Source: an optimization exercise on an open RTL-to-GDS flow (aim: small area). Production flows keep margins and buffers that such runs may drop.
Where RTL was checked, it was by simulation tests only, not by an equivalence proof against the original.
Power is estimated from default activity; no workload was simulated.

== rev 12 ==
==> module spi_top, before the edit <==
module spi_top(
    input clk,rst,wr,
    input [7:0]din,addr,
    output done,err,
    output [7:0]dout
);
reg [127:0] ring0;
reg [127:0] ring1;
reg [3:0] ptr;
reg clr;
reg [4:0] cnt;
reg [7:0] cap;
wire ok  = (addr[7:5] == 3'd0);
wire hit = (ptr == addr[3:0]);
wire we  = wr & ok & hit;
wire [7:0] d0 = (we & ~addr[4]) ? din : (clr ? 8'd0 : ring0[127:120]);
wire [7:0] d1 = (we &  addr[4]) ? din : (clr ? 8'd0 : ring1[127:120]);
assign done = ok ? (wr ? (cnt == 5'd23) : (cnt == 5'd24)) : (cnt == 5'd4);
assign err  = ~ok & (cnt == 5'd4);
assign dout = cap;
always @(posedge clk) begin
    ring0 <= {ring0[119:0], d0};
    ring1 <= {ring1[119:0], d1};
    if (hit | ~ok)
        cap <= (wr | ~ok | clr) ? 8'd0 : (addr[4] ? ring1[127:120] : ring0[127:120]);
    if (rst) begin
        ptr <= 4'd0;
        clr <= 1'b1;
        cnt <= 5'd0;
    end
    else begin
        ptr <= ptr + 4'd1;
        if (ptr == 4'd15)
            clr <= 1'b0;
        cnt <= done ? 5'd1 : cnt + 5'd1;
    end
end
endmodule
Settings: LEC_CHECK=0, CAP_MARGIN=20, CORE_MARGIN=2, CORE_UTILIZATION=70, CTS_BUF_LIST=sky130_fd_sc_hd__clkbuf_8, CTS_CLUSTER_DIAMETER=50, CTS_CLUSTER_SIZE=20, SLEW_MARGIN=20; clock period 8.0 ns.
run.sh (not shown) runs the stock make flow with config.mk's settings and CLKGATE_MAP_FILE= SYNTH_SCRIPT=/design/flow/synth_recipe.tcl, a recipe that flattens the netlist after the stock synthesis.
Input changes introduced in rev 13 (baseline for comparison: rev 12):
--- a/flow/design.v
+++ b/flow/design.v
@@ -14,10 +14,11 @@
 wire hit = (ptr == addr[3:0]);
 wire we  = wr & ok & hit;
 wire [7:0] d0 = (we & ~addr[4]) ? din : (clr ? 8'd0 : ring0[127:120]);
 wire [7:0] d1 = (we &  addr[4]) ? din : (clr ? 8'd0 : ring1[127:120]);
-assign done = ok ? (wr ? (cnt == 5'd23) : (cnt == 5'd24)) : (cnt == 5'd4);
-assign err  = ~ok & (cnt == 5'd4);
+reg done_r, err_r;
+assign done = done_r;
+assign err  = err_r;
 assign dout = cap;
 always @(posedge clk) begin
     ring0 <= {ring0[119:0], d0};
     ring1 <= {ring1[119:0], d1};
@@ -26,13 +27,17 @@
     if (rst) begin
         ptr <= 4'd0;
         clr <= 1'b1;
         cnt <= 5'd0;
+        done_r <= 1'b0;
+        err_r <= 1'b0;
     end
     else begin
         ptr <= ptr + 4'd1;
         if (ptr == 4'd15)
             clr <= 1'b0;
-        cnt <= done ? 5'd1 : cnt + 5'd1;
+        cnt <= done_r ? 5'd1 : cnt + 5'd1;
+        done_r <= ok ? (wr ? (cnt == 5'd22) : (cnt == 5'd23)) : (cnt == 5'd3);
+        err_r <= ~ok & (cnt == 5'd3);
     end
 end
 endmodule
### Flow results
Rev 13 reached the end of the flow, and the finished layout is clean on the timing, DRC and antenna checks. Rev 12 went all the way through synthesis, placement and routing and the layout is clean on timing, DRC and antenna. Wire length of the first global-routing pass in rev 13 is about 1% lower than in rev 12. Rev 13 and rev 12 ended up with nearly the same combinational power share. Diff rev 13 and rev 12: number of distinct library cells after synthesis higher in rev 12. Looking at synthesized cell count, rev 13 sits below rev 12. Comparing rev 13 and rev 12, the higher switching power of the nets is on rev 12. Relative to rev 12, the filler cell count of rev 13 is higher by 8. ~same non-clock buffer contribution to total cell area in rev 13 and rev 12. Looking at combinational family with the most area after synthesis, the multiplexers result is from rev 13; the simple AND/OR/NAND/NOR gates one comes from rev 12. Sort rev 13 and rev 12 by sequential share of layout area, ascending, and rev 12 comes first.
No functional check of the RTL was part of rev 12.

== main ==
The RTL this note starts from:
==> flow/design.v <==
module spi_top(
    input clk,rst,wr,
    input [7:0]din,addr,
    output done,err,
    output [7:0]dout
);
reg [127:0] ring0;
reg [127:0] ring1;
reg [3:0] ptr;
reg clr;
reg [4:0] cnt;
reg [7:0] cap;
reg err_r;
localparam [4:0] C3 = 5'd6, C22 = 5'd2, C23 = 5'd4;
wire ok     = (addr[7:5] == 3'd0);
wire done_n = ok ? (wr ? (cnt == C22) : (cnt == C23)) : (cnt == C3);
wire hit    = (ptr == addr[3:0]);
wire start  = (cnt == 5'd0);
wire we     = wr & ok & hit & ~start;
wire [7:0] d0 = (we & ~addr[4]) ? din : (clr ? 8'd0 : ring0[127:120]);
wire [7:0] d1 = (we &  addr[4]) ? din : (clr ? 8'd0 : ring1[127:120]);
wire cap_ld = hit & ~wr & ok & ~start;
wire cap_cl = rst | done;
wire cap_k  = ~cap_cl & ~cap_ld;
wire cap_s0 = ~cap_cl & cap_ld & ~clr & ~addr[4];
wire cap_s1 = ~cap_cl & cap_ld & ~clr &  addr[4];
assign done = start & ~(clr & (ptr == 4'd0));
assign err  = err_r;
assign dout = cap;
always @(posedge clk) begin
    ring0 <= {ring0[119:0], d0};
    ring1 <= {ring1[119:0], d1};
    cap <= (cap & {8{cap_k}}) | (ring0[127:120] & {8{cap_s0}}) | (ring1[127:120] & {8{cap_s1}});
    if (rst) begin
        ptr <= 4'd0;
        clr <= 1'b1;
        cnt <= 5'd0;
        err_r <= 1'b0;
    end
    else begin
        ptr <= ptr + 4'd1;
        if (ptr == 4'd15)
            clr <= 1'b0;
        cnt <= done_n ? 5'd0 : {cnt[3:0], ~(cnt[4] ^ cnt[1])};
        err_r <= ~ok & (cnt == C3);
    end
end
endmodule
clock: 8.0 ns
lec_check: 0
cap_margin: 20
core_margin: 2
core_utilization: 70
slew_margin: 20
standard.sh (not shown) runs the stock make flow with config.mk's settings and CLKGATE_MAP_FILE= SYNTH_SCRIPT=/design/flow/synth_recipe.tcl, a recipe that flattens the netlist after the stock synthesis.
==> flow/flow/run.sh <==
#!/bin/bash
# Standard layout, with these changes:
# - after floorplanning, the combinational logic is re-mapped for area
#   (restructure.tcl), with a library copy that leaves out the platform's
#   don't-use cells (filter_lib.py);
# - the port buffers are the smallest buffer (buf_1);
# - cells with timing slack to spare are downsized before detailed placement
#   (recover.tcl);
# - clock tree synthesis clusters up to 20 flip-flops per clkbuf_8, builds
#   the tree above them from clkbuf_4 and inserts no dummy loads.
# Each ORFS step logs to orfs/logs/; make's output goes to standard.log.
set -euo pipefail
mkdir -p rmp
python3 flow/filter_lib.py \
  "$FLOW_HOME/platforms/sky130hd/lib/sky130_fd_sc_hd__tt_025C_1v80.lib" \
  rmp/lib.lib 'lpflow|probe' > rmp/filter_lib.log 2>&1
bash standard.sh \
  POST_FLOORPLAN_TCL="$PWD/flow/restructure.tcl" \
  BUFFER_PORTS_ARGS="-buffer_cell sky130_fd_sc_hd__buf_1" \
  PRE_DETAIL_PLACE_TCL="$PWD/flow/recover.tcl" \
  CTS_ARGS="-sink_clustering_enable -repair_clock_nets -sink_clustering_size 20 -sink_clustering_max_diameter 70 -buf_list sky130_fd_sc_hd__clkbuf_8 -root_buf sky130_fd_sc_hd__clkbuf_4 -tree_buf sky130_fd_sc_hd__clkbuf_4 -dont_use_dummy_load" \
  finish > standard.log 2>&1
Other scripts of this flow, unchanged in this note and not shown: flow/flow/filter_lib.py, flow/flow/recover.tcl, flow/flow/restructure.tcl
What the feature branch does differently from main at the input level:
==> flow/design.v <==
module spi_top(
    input clk,rst,wr,
    input [7:0]din,addr,
    output done,err,
    output [7:0]dout
);
reg [127:0] ring0;
reg [127:0] ring1;
reg [3:0] ptr;
reg clr;
reg [4:0] cnt;
reg [7:0] cap;
reg done_r, err_r;
wire ok  = (addr[7:5] == 3'd0);
wire done_n = ok ? (wr ? (cnt == 5'd13) : (cnt == 5'd26)) : (cnt == 5'd7);
wire hit = (ptr == addr[3:0]);
wire we  = wr & ok & hit & (cnt != 5'd0);
wire [7:0] d0 = (we & ~addr[4]) ? din : (clr ? 8'd0 : ring0[127:120]);
wire [7:0] d1 = (we &  addr[4]) ? din : (clr ? 8'd0 : ring1[127:120]);
assign done = done_r;
assign err  = err_r;
assign dout = cap;
always @(posedge clk) begin
    ring0 <= {ring0[119:0], d0};
    ring1 <= {ring1[119:0], d1};
    if (hit | ~ok)
        cap <= (wr | ~ok | clr) ? 8'd0 : (addr[4] ? ring1[127:120] : ring0[127:120]);
    if (rst) begin
        ptr <= 4'd0;
        clr <= 1'b1;
        cnt <= 5'd0;
        done_r <= 1'b0;
        err_r <= 1'b0;
    end
    else begin
        ptr <= ptr + 4'd1;
        if (ptr == 4'd15)
            clr <= 1'b0;
        cnt <= done_n ? 5'd0 : {cnt[3:0], ~(cnt[4] ^ cnt[2])};
        done_r <= done_n;
        err_r <= ~ok & (cnt == 5'd7);
    end
end
endmodule
## What came out
main → the feature branch: portion of the layout cell area used by non-clock buffers stayed essentially flat, post-route met1 wirelength -160 um, cell area rose by about 0.8%.
Critical path depth for the feature branch: 2 up relative to main
Share of total power in sequential cells, the feature branch and main: smaller value in main
Side by side, delay of the slowest cell on the worst path turned out higher in the feature branch than in main.
Going from main to the feature branch, the mux cell area share after synthesis was found to have gone down by 0.16 points.
Of the feature branch and main, main shows the lower maximum fanout count along the critical path, with the feature branch above it.
Compared with main, the feature branch shows a number of nets produced by synthesis that is 1.8% lower.
The feature branch vs main — non-clock inverter total of the final layout dropped 4.
Re share of the clock period used by the worst path after layout: the feature branch and main aren't equal, and the higher value belongs to the feature branch.
Min global routing usage on met2 across the feature branch and main: the feature branch
No functional check of the RTL was part of any run of this note.

## job 4395
Another version of the RTL of spi_top (not shown whole).
Size: roughly 370 cells after synthesis, ~6300 um2 of cells after synthesis.
==> module spi_top, before the edit <==
module spi_top(
    input clk,rst,wr,
    input [7:0]din,addr,
    output done,err,
    output [7:0]dout
);
reg [127:0] ring0;
reg [127:0] ring1;
reg [3:0] ptr;
reg clr;
reg [4:0] cnt;
reg [7:0] cap;
reg done_r, err_r;
localparam [4:0] C3 = 5'd7, C22 = 5'd13, C23 = 5'd26;
wire ok     = (addr[7:5] == 3'd0);
wire done_n = ok ? (wr ? (cnt == C22) : (cnt == C23)) : (cnt == C3);
wire hit    = (ptr == addr[3:0]);
wire we     = wr & ok & hit & (cnt != 5'd0);
wire [7:0] d0 = (we & ~addr[4]) ? din : (clr ? 8'd0 : ring0[127:120]);
wire [7:0] d1 = (we &  addr[4]) ? din : (clr ? 8'd0 : ring1[127:120]);
assign done = done_r;
assign err  = err_r;
assign dout = cap;
always @(posedge clk) begin
    ring0 <= {ring0[119:0], d0};
    ring1 <= {ring1[119:0], d1};
    if (hit | ~ok)
        cap <= (wr | ~ok | clr) ? 8'd0 : (addr[4] ? ring1[127:120] : ring0[127:120]);
    if (rst) begin
        ptr <= 4'd0;
        clr <= 1'b1;
        cnt <= 5'd0;
        done_r <= 1'b0;
        err_r <= 1'b0;
    end
    else begin
        ptr <= {ptr[2:0], ptr[3] ^ ptr[2] ^ (ptr[2:0] == 3'd0)};
        if (ptr == 4'b1000)
            clr <= 1'b0;
        cnt <= done_n ? 5'd0 : {cnt[3:0], ~(cnt[4] ^ cnt[2])};
        done_r <= done_n;
        err_r <= ~ok & (cnt == C3);
    end
end
endmodule
==> flow/config.mk <==
export PLATFORM = sky130hd
export DESIGN_NAME = spi_top
export DESIGN_NICKNAME = spi_top
export VERILOG_FILES = /design/flow/design.v
export SDC_FILE = /design/flow/constraint.sdc
export NUM_CORES = 4
export LEC_CHECK = 0
export CAP_MARGIN = 20
export CORE_MARGIN = 2
export CORE_UTILIZATION = 70
export SLEW_MARGIN = 20
==> flow/constraint.sdc <==
create_clock -name core_clock -period 8.0 [get_ports {clk}]
set_input_delay 1.6000 -clock core_clock [delete_from_list [all_inputs] [get_ports {clk}]]
set_output_delay 1.6000 -clock core_clock [all_outputs]
set_load 0.01 [all_outputs]
==> flow/flow/filter_lib.py <==
#!/usr/bin/env python3
"""Copy a Liberty file, leaving out the cells whose names match a pattern."""
import re, sys
src, dst, pat = sys.argv[1], sys.argv[2], re.compile(sys.argv[3])
text = open(src).read()
out = []
i = 0
cell = re.compile(r'\n(\s*)cell\s*\(\s*"?([\w]+)"?\s*\)\s*\{')
while True:
    m = cell.search(text, i)
    if not m:
        out.append(text[i:])
        break
    # find the end of this cell group by brace counting
    j = m.end()
    depth = 1
    while depth:
        c = text[j]
        if c == '{':
            depth += 1
        elif c == '}':
            depth -= 1
        j += 1
    out.append(text[i:m.start()])
    if not pat.search(m.group(2)):
        out.append(text[m.start():j])
    i = j
open(dst, 'w').write(''.join(out))
==> flow/flow/recover.tcl <==
# Downsize cells on paths with timing slack to spare (ORFS hook, sourced
# before detailed placement).
estimate_parasitics -placement
repair_timing -recover_power 100
==> flow/flow/restructure.tcl <==
# ORFS hook, sourced at the end of floorplanning: re-map the combinational
# logic for area with ABC (OpenROAD's restructure). ABC reads a copy of the
# platform's library without its don't-use cells, which run.sh writes to
# rmp/ in the work folder. Registers are not touched.
set work [file normalize [file join [file dirname [info script]] ..]]
set tiehi [join $::env(TIEHI_CELL_AND_PORT) /]
set tielo [join $::env(TIELO_CELL_AND_PORT) /]
report_design_area
restructure -target area -liberty_file $work/rmp/lib.lib \
  -tiehi_port $tiehi -tielo_port $tielo -work_dir $work/rmp \
  -abc_logfile $work/rmp/abc.log
report_design_area
Scripts as last shown in full above: flow/flow/run.sh
Job 4395 was carried through to the last stage, and its layout satisfied the timing, DRC and antenna checks.
Setup changes, job 4395 to job 334
==> flow/design.v <==
module spi_top(
    input clk,rst,wr,
    input [7:0]din,addr,
    output done,err,
    output [7:0]dout
);
reg [127:0] ring0;
reg [127:0] ring1;
reg [3:0] ptr;
reg clr;
reg [4:0] cnt;
reg [7:0] cap;
wire ok  = (addr[7:5] == 3'd0);
wire hit = (ptr == addr[3:0]);
wire we  = wr & ok & hit & (cnt != 5'd0);
wire [7:0] d0 = (we & ~addr[4]) ? din : (clr ? 8'd0 : ring0[127:120]);
wire [7:0] d1 = (we &  addr[4]) ? din : (clr ? 8'd0 : ring1[127:120]);
reg done_r, err_r;
assign done = done_r;
assign err  = err_r;
assign dout = cap;
always @(posedge clk) begin
    ring0 <= {ring0[119:0], d0};
    ring1 <= {ring1[119:0], d1};
    if (hit | ~ok)
        cap <= (wr | ~ok | clr) ? 8'd0 : (addr[4] ? ring1[127:120] : ring0[127:120]);
    if (rst) begin
        ptr <= 4'd0;
        clr <= 1'b1;
        cnt <= 5'd0;
        done_r <= 1'b0;
        err_r <= 1'b0;
    end
    else begin
        ptr <= ptr + 4'd1;
        if (ptr == 4'd15)
            clr <= 1'b0;
        cnt <= done_r ? 5'd1 : {cnt[3:0], ~(cnt[4] ^ cnt[2])};
        done_r <= ok ? (wr ? (cnt == 5'd13) : (cnt == 5'd26)) : (cnt == 5'd7);
        err_r <= ~ok & (cnt == 5'd7);
    end
end
endmodule
Results
- For job 334 and job 4395, there was not a single run that failed to finish clean.
- Diff job 4395..job 334 | height of the chip | negligible
- Number of cells in the finished layout apart from fillers in job 334 is 0.80% above job 4395.
- Relative to job 4395, area added between synthesis and finish has increased by 1.0 points in job 334.
- Placeable core region came out lower on job 334 than on job 4395.
- Job 4395 tops out at a lower clock frequency than job 334.
- Going from job 4395 to job 334, violation count after the first detailed-route iteration grows by 28.
- From job 4395 to job 334 the numbers moved as follows: utilization +0.62 points; global routing usage on met2 +1.5 points; switching share of power ~0 delta.
- When job 334 is set beside job 4395, its final setup slack of the worst path turns out to be 0.43 ns larger.
- Job 4395 and job 334 ended up with roughly the same total power.
No functional check of the RTL was part of any run of this note.

==> afterwards: timing with drivers on the ports <==
No port has a modelled driver above. Below, the same layouts with a new extraction and two added sets of constraints. Step 1 assumes that a clkbuf_16 drives the clock port and a buf_2 every other input. Step 2 also shifts input and output timing later by t, the mid clock arrival at the registers, as if the neighbouring blocks saw the same clock. a / b / c = no drivers / after step 1 / after step 2; a / b = the first two.
| run | t, ns | setup slack, ns | clock arrival spread, ns |
|---|---|---|---|
| rev 12 | 0.530 | 2.492 / 2.466 / 2.466 | 0.025 / 0.024 |
| rev 13 | 0.525 | 4.865 / 4.833 / 4.342 | 0.023 / 0.024 |
| main | 0.592 | 4.353 / 4.321 / 4.049 | 0.035 / 0.036 |
| the feature branch | 0.579 | 4.254 / 4.263 / 3.684 | 0.046 / 0.046 |
| job 4395 | 0.601 | 4.260 / 4.272 / 3.671 | 0.039 / 0.038 |
| job 334 | 0.595 | 4.694 / 4.703 / 4.108 | 0.044 / 0.043 |
After both steps every run listed still meets setup and hold. The setup slack of job 4395, which loses most, moves by +0.012 ns with the drivers and by -0.589 ns with both steps.
